Context: an optimization exercise on an open-source flow, tuned for small area. The choices shown serve that exercise and are no tape-out recipe. Function was checked by simulation only, so behaviour that the tests miss may differ from the original. No activity file was given, so power comes from the tool's default toggle rates.

== exp/quartz ==
## atm
module atm
	    (
	    CLK,
	    RESET,
	    TARJETA_RECIBIDA,
	    TIPO_DE_TARJETA,
	    PIN,
	    DIGITO,
	    DIGITO_STB,
	    TIPO_TRANS,
	    MONTO,
	    MONTO_STB,
	    BALANCE_ACTUALIZADO,
	    ENTREGAR_DINERO,
	    FONDOS_INSUFICIENTES,
	    PIN_INCORRECTO,
	    ADVERTENCIA,
	    BLOQUEO
	    );
input
	CLK,
	RESET,			 
	TARJETA_RECIBIDA,
	TIPO_DE_TARJETA,	 
	DIGITO_STB,		 
	TIPO_TRANS,		 
	MONTO_STB;		 
input [15:0] PIN;		 
input [3:0] DIGITO;
input [31:0] MONTO;
output reg
	BALANCE_ACTUALIZADO,
	ENTREGAR_DINERO,
	FONDOS_INSUFICIENTES;
output
	PIN_INCORRECTO,
	ADVERTENCIA,
	BLOQUEO;
localparam [2:0]
	S_IDLE	= 3'b000,
	S_PIN0	= 3'b001,
	S_PIN1	= 3'b011,
	S_PIN2	= 3'b010,
	S_ID	= 3'b100,
	S_WD	= 3'b101,
	S_DEP	= 3'b110,
	S_BLK	= 3'b111;
reg [2:0] estado;
reg [31:0] BAL_lo;		 
reg [31:0] BAL_hi;		 
reg pendiente;			 
reg [1:0] Contador_PIN;		 
reg [11:0] PIN_usuario;		 
reg error_pin;			 
wire in_idle	= (estado == S_IDLE);
wire in_pin	= ~estado[2] & (estado[1] | estado[0]);
wire in_blk	= (estado == S_BLK);
wire in_wd	= (estado == S_WD);
wire in_dep	= (estado == S_DEP);
wire cuarto	= in_pin & DIGITO_STB & (Contador_PIN == 2'd3);
wire igual	= ({PIN_usuario, DIGITO} == PIN);
wire correcto	= cuarto & igual;
wire erroneo	= cuarto & ~igual;
wire usa_monto	= in_wd | in_dep;
wire resta	= in_wd | in_idle;	 
wire [31:0] op	= ({32{usa_monto}} & MONTO) ^ {{31{resta}}, in_wd};
wire [31:0] suma;
wire acarreo;
add32 u_suma (.a(BAL_lo), .b(op), .ci(pendiente), .s(suma), .co(acarreo));
wire hi_m	= |BAL_hi[30:1];
wire hi_nz	= hi_m | BAL_hi[0] | BAL_hi[31];
wire fb_up	= BAL_hi[0] ^ BAL_hi[1] ^ BAL_hi[2] ^ BAL_hi[22] ^ ~(hi_m | BAL_hi[31]);
wire fb_dn	= BAL_hi[31] ^ BAL_hi[0] ^ BAL_hi[1] ^ BAL_hi[21] ^ ~(hi_m | BAL_hi[0]);
wire mayor	= hi_nz | acarreo;	 
wire cobra	= in_idle & TARJETA_RECIBIDA & TIPO_DE_TARJETA;
wire retira	= in_wd & MONTO_STB & mayor;
  ...
Size in the first run: roughly 520 cells after synthesis, about 88 flip-flops, ~65 I/O pins, about 0.0048 sq mm of cells after synthesis.
clock: 6.0 ns
lec_check: 0
cap_margin: 20
core_margin: 2
core_utilization: 45
slew_margin: 20
synth_hierarchical: 1
standard.sh (not shown) runs the stock make flow with config.mk's settings and CLKGATE_MAP_FILE= SYNTH_SCRIPT=/design/flow/synth_recipe.tcl, a recipe that flattens the netlist after the stock synthesis.
==> flow/flow/run.sh <==
#!/bin/bash
set -euo pipefail
W=$(pwd)
cat > "$W/flow_synth.tcl" <<EOT
proc abc {args} {
  set i [lsearch -exact \$args -script]
  set a1 \$args
  set a2 \$args
  lset a1 [expr {\$i + 1}] $W/flow/abc_adder.script
  lset a2 [expr {\$i + 1}] $W/flow/abc_map.script
  yosys abc {*}\$a1 add32
  yosys abc {*}\$a2 atm
}
source $W/synth_recipe.tcl
EOT
sed "s#SYNTH_SCRIPT=[^ ]*#SYNTH_SCRIPT=$W/flow_synth.tcl#" standard.sh > flow_standard.sh
grep -q "SYNTH_SCRIPT=$W/flow_synth.tcl" flow_standard.sh
export BUFFER_PORTS_ARGS="-buffer_cell sky130_fd_sc_hd__buf_1"
export CTS_ARGS="-sink_clustering_enable -repair_clock_nets -dont_use_dummy_load -buf_list sky130_fd_sc_hd__clkbuf_4 -root_buf sky130_fd_sc_hd__clkbuf_8"
bash flow_standard.sh finish > standard_flow.log 2>&1
==> flow/flow/abc_adder.script <==
&get -n
&st
&dch
&nf -R 30
&st
&syn2
&if -g -K 6
&synch2
&nf -R 30
&st
&syn2
&if -g -K 6
&synch2
&nf -R 30
&st
&syn2
&if -g -K 6
&synch2
&nf -R 30
&st
&syn2
&if -g -K 6
&synch2
&nf -R 30
&st
&syn2
&if -g -K 6
&synch2
&nf -R 30
&put
==> flow/flow/abc_map.script <==
&get -n
&st
&deepsyn -T 60
&dch -f
&nf -R 1000
&st
&syn3
&dch -f
&nf -R 1000
&put
What exp/indigo does differently from exp/quartz at the input level:
# exp/quartz
export LEC_CHECK = 0
export CAP_MARGIN = 20
export CORE_MARGIN = 2
export CORE_UTILIZATION = 45
export SLEW_MARGIN = 20
export SYNTH_HIERARCHICAL = 1
create_clock -name core_clock -period 6.0 [get_ports {CLK}]
# exp/indigo
export LEC_CHECK = 0
export CAP_MARGIN = 20
export CORE_MARGIN = 2
export CORE_UTILIZATION = 55
export SLEW_MARGIN = 20
export SYNTH_HIERARCHICAL = 1
create_clock -name core_clock -period 6.0 [get_ports {CLK}]
--- a/flow/flow/run.sh
+++ b/flow/flow/run.sh
@@ -14,5 +14,5 @@
 source $W/synth_recipe.tcl
 EOT
-sed "s#SYNTH_SCRIPT=[^ ]*#SYNTH_SCRIPT=$W/flow_synth.tcl#" standard.sh > flow_standard.sh
+sed -e "s#SYNTH_SCRIPT=[^ ]*#SYNTH_SCRIPT=$W/flow_synth.tcl ADDER_MAP_FILE=#" standard.sh > flow_standard.sh
 grep -q "SYNTH_SCRIPT=$W/flow_synth.tcl" flow_standard.sh
 export BUFFER_PORTS_ARGS="-buffer_cell sky130_fd_sc_hd__buf_1"
Notes after the runs:
- exp/indigo reached the final stage; the timing, DRC and antenna checks on its layout passed.
- Any difference in clock latency on the worst-skew pair between exp/indigo and exp/quartz is small enough to ignore.
- Number of nets in the layout: exp/quartz and exp/indigo compared, higher one is exp/quartz
- Summary of exp/indigo over exp/quartz: synthesized cell area went up about 0.47%; met3 track demand over resource went up 1.4 points; non-clock buffer count went up about 15%.
- Compared with exp/quartz, exp/indigo shows a detailed-routing iteration count for the pre-antenna-repair pass that is 1 lower.
- Compared with exp/quartz, in exp/indigo total core area went down, wire length of the first global-routing pass grew by 0.68%, wire length shows an increase of about 5%.
- | cell count | lower: exp/indigo |
- Looking at switching power as a share of total power, exp/indigo sits 8.8 points lower than exp/quartz does.
For exp/umber, these inputs were changed with respect to exp/indigo:
# exp/indigo
export LEC_CHECK = 0
export CAP_MARGIN = 20
export CORE_MARGIN = 2
export CORE_UTILIZATION = 55
export SLEW_MARGIN = 20
export SYNTH_HIERARCHICAL = 1
create_clock -name core_clock -period 6.0 [get_ports {CLK}]
# exp/umber
export LEC_CHECK = 0
export CAP_MARGIN = 20
export CORE_MARGIN = 2
export CORE_UTILIZATION = 80
export SLEW_MARGIN = 20
export SYNTH_HIERARCHICAL = 1
create_clock -name core_clock -period 6.0 [get_ports {CLK}]
--- a/flow/flow/run.sh
+++ b/flow/flow/run.sh
@@ -14,5 +14,5 @@
 source $W/synth_recipe.tcl
 EOT
-sed -e "s#SYNTH_SCRIPT=[^ ]*#SYNTH_SCRIPT=$W/flow_synth.tcl ADDER_MAP_FILE=#" standard.sh > flow_standard.sh
+sed "s#SYNTH_SCRIPT=[^ ]*#SYNTH_SCRIPT=$W/flow_synth.tcl#" standard.sh > flow_standard.sh
 grep -q "SYNTH_SCRIPT=$W/flow_synth.tcl" flow_standard.sh
 export BUFFER_PORTS_ARGS="-buffer_cell sky130_fd_sc_hd__buf_1"
Results
exp/umber against exp/indigo: worst setup slack after layout increased by 0.26 ns relative to the old numbers; met2 wirelength from detailed routing higher.
Delta (exp/umber minus exp/indigo): global-route usage increased 19 points; number of signal-net inverters in the final layout went up by 6.0%; remaining global-route overflow about even.
In the flow results for exp/indigo and exp/umber, the relative max-transition margin is smaller on exp/indigo.
Start point of the critical path = MONTO[0]: exp/umber; start point of the critical path = MONTO[16]: exp/indigo
exp/umber gives more detailed-route wire length than exp/indigo did.
Sort exp/indigo and exp/umber by net total in the final layout asc -> top: exp/indigo
Fraction of power consumed by combinational cells: exp/umber > exp/indigo
The inputs of exp/sierra differ from those of exp/umber as listed below.
# exp/umber
export LEC_CHECK = 0
export CAP_MARGIN = 20
export CORE_MARGIN = 2
export CORE_UTILIZATION = 80
export SLEW_MARGIN = 20
export SYNTH_HIERARCHICAL = 1
create_clock -name core_clock -period 6.0 [get_ports {CLK}]
# exp/sierra
export LEC_CHECK = 0
export CAP_MARGIN = 20
export CORE_MARGIN = 2
export CORE_UTILIZATION = 55
export SLEW_MARGIN = 20
export SYNTH_HIERARCHICAL = 1
create_clock -name core_clock -period 6.0 [get_ports {CLK}]
==> flow/flow/abc_adder.script <==
&get -n
&st
&dch
&nf -R 100
&st
&syn2
&if -g -K 6
&synch2
&nf -R 100
&st
&syn2
&if -g -K 6
&synch2
&nf -R 100
&st
&syn2
&if -g -K 6
&synch2
&nf -R 100
&st
&syn2
&if -g -K 6
&synch2
&nf -R 100
&st
&syn2
&if -g -K 6
&synch2
&nf -R 100
&put
Findings:
exp/sierra: PASS, flow complete, no timing, DRC or antenna violations. exp/umber | status: complete | timing, DRC, antenna: pass. Per the comparison of exp/sierra with exp/umber, total power of the final layout went down by 1.8%; share of power burned in registers went up by 0.2 points; number of cells traversed by the worst hold path went up by 1; hold slack went down by 0.0036 ns; count of cell instances traversed by the critical path went up by about 25%. Final critical path time including I/O delays and setup: exp/sierra worse than exp/umber. Last element of the critical path: BAL_lo[25] -> exp/umber, BAL_lo[21] -> exp/sierra. Summary of exp/sierra over exp/umber: combinational power went down by about 3%; clock-cell share of area stayed essentially flat; global-route usage now sits lower.

========
## build 89
Starting RTL as in the previous note.
export LEC_CHECK = 0
export CAP_MARGIN = 20
export CORE_MARGIN = 2
export CORE_UTILIZATION = 70
export SLEW_MARGIN = 20
export SYNTH_HIERARCHICAL = 1
create_clock -name core_clock -period 6.0 [get_ports {CLK}]
==> flow/flow/run.sh <==
#!/bin/bash
set -euo pipefail
W=$(pwd)
cat > "$W/flow_synth.tcl" <<EOT
proc abc {args} {
  set i [lsearch -exact \$args -script]
  set a1 \$args
  set a2 \$args
  lset a1 [expr {\$i + 1}] $W/flow/abc_adder.script
  lset a2 [expr {\$i + 1}] $W/flow/abc_map.script
  yosys abc {*}\$a1 add32
  yosys abc {*}\$a2 atm
}
source $W/synth_recipe.tcl
EOT
sed "s#SYNTH_SCRIPT=[^ ]*#SYNTH_SCRIPT=$W/flow_synth.tcl#" standard.sh > flow_standard.sh
grep -q "SYNTH_SCRIPT=$W/flow_synth.tcl" flow_standard.sh
export BUFFER_PORTS_ARGS="-buffer_cell sky130_fd_sc_hd__buf_1"
export CTS_ARGS="-sink_clustering_enable -repair_clock_nets -dont_use_dummy_load -buf_list sky130_fd_sc_hd__clkbuf_4 -root_buf sky130_fd_sc_hd__clkbuf_8"
bash flow_standard.sh finish > standard_flow.log 2>&1
==> flow/flow/abc_adder.script <==
&get -n
&st
&dch
&nf -R 30
&st
&syn2
&if -g -K 6
&synch2
&nf -R 30
&st
&syn2
&if -g -K 6
&synch2
&nf -R 30
&st
&syn2
&if -g -K 6
&synch2
&nf -R 30
&st
&syn2
&if -g -K 6
&synch2
&nf -R 30
&st
&syn2
&if -g -K 6
&synch2
&nf -R 30
&put
Scripts as last shown in full above: flow/flow/abc_map.script
Build 89 has completed all stages; timing, DRC and antenna checks passed.
Edits applied to the flow inputs when going from build 89 to build 43:
Settings: a change of CORE_UTILIZATION from 70 to 55.
Findings:
Relative to build 89, maximum clock frequency has gone up in build 43.
The combinational power of build 89 and that of build 43 are within noise of each other.
Build 43 vs build 89: post-DP HPWL up by a few percent
On final setup skew, build 43 does worse than build 89.
Looking at final instance area, build 43 sits 1.5% higher than build 89 does.
Build 43 vs build 89: register share of the cell area down
Delta (build 43 minus build 89): non-clock buffer count rose by 6.8%, final critical-path required period fell by 0.044 ns.
Between build 43 and build 89, the difference in register cell area after layout is negligible.

-- what the ideal ports hide --
Ports are ideal in the flow. The routed layouts listed here were re-timed in OpenROAD.
Step 1 sets driving cells, clkbuf_16 on the clock port and buf_2 on the other inputs (assumed; they add their load-dependent delay and slew).
Step 2 adds t to the input delays and takes it off the output delays; t is the mean of the earliest and latest rising clock arrival at the registers after step 1. Input paths then give back, and output paths get back, about the clock's delay inside the block.
Three values: no drivers, after step 1, after step 2; two values: the first two.
run | t, ns | slack for setup (ns) | latest minus earliest clock arrival (ns)
exp/quartz | 0.384 | 0.669 / 0.669 / 0.393 | 0.030 / 0.031
exp/indigo | 0.374 | 0.160 / 0.169 / -0.206 | 0.031 / 0.031
exp/umber | 0.377 | 0.423 / 0.433 / 0.056 | 0.032 / 0.031
exp/sierra | 0.379 | 0.320 / 0.333 / -0.046 | 0.031 / 0.030
build 89 | 0.377 | 0.518 / 0.518 / 0.293 | 0.027 / 0.027
build 43 | 0.374 | 0.562 / 0.578 / 0.204 | 0.030 / 0.030
Met with ideal ports but missed after step 2: setup timing in exp/indigo and exp/sierra. For exp/umber, which loses most, drivers alone change the setup slack by +0.010 ns; drivers and shift together by -0.367 ns.
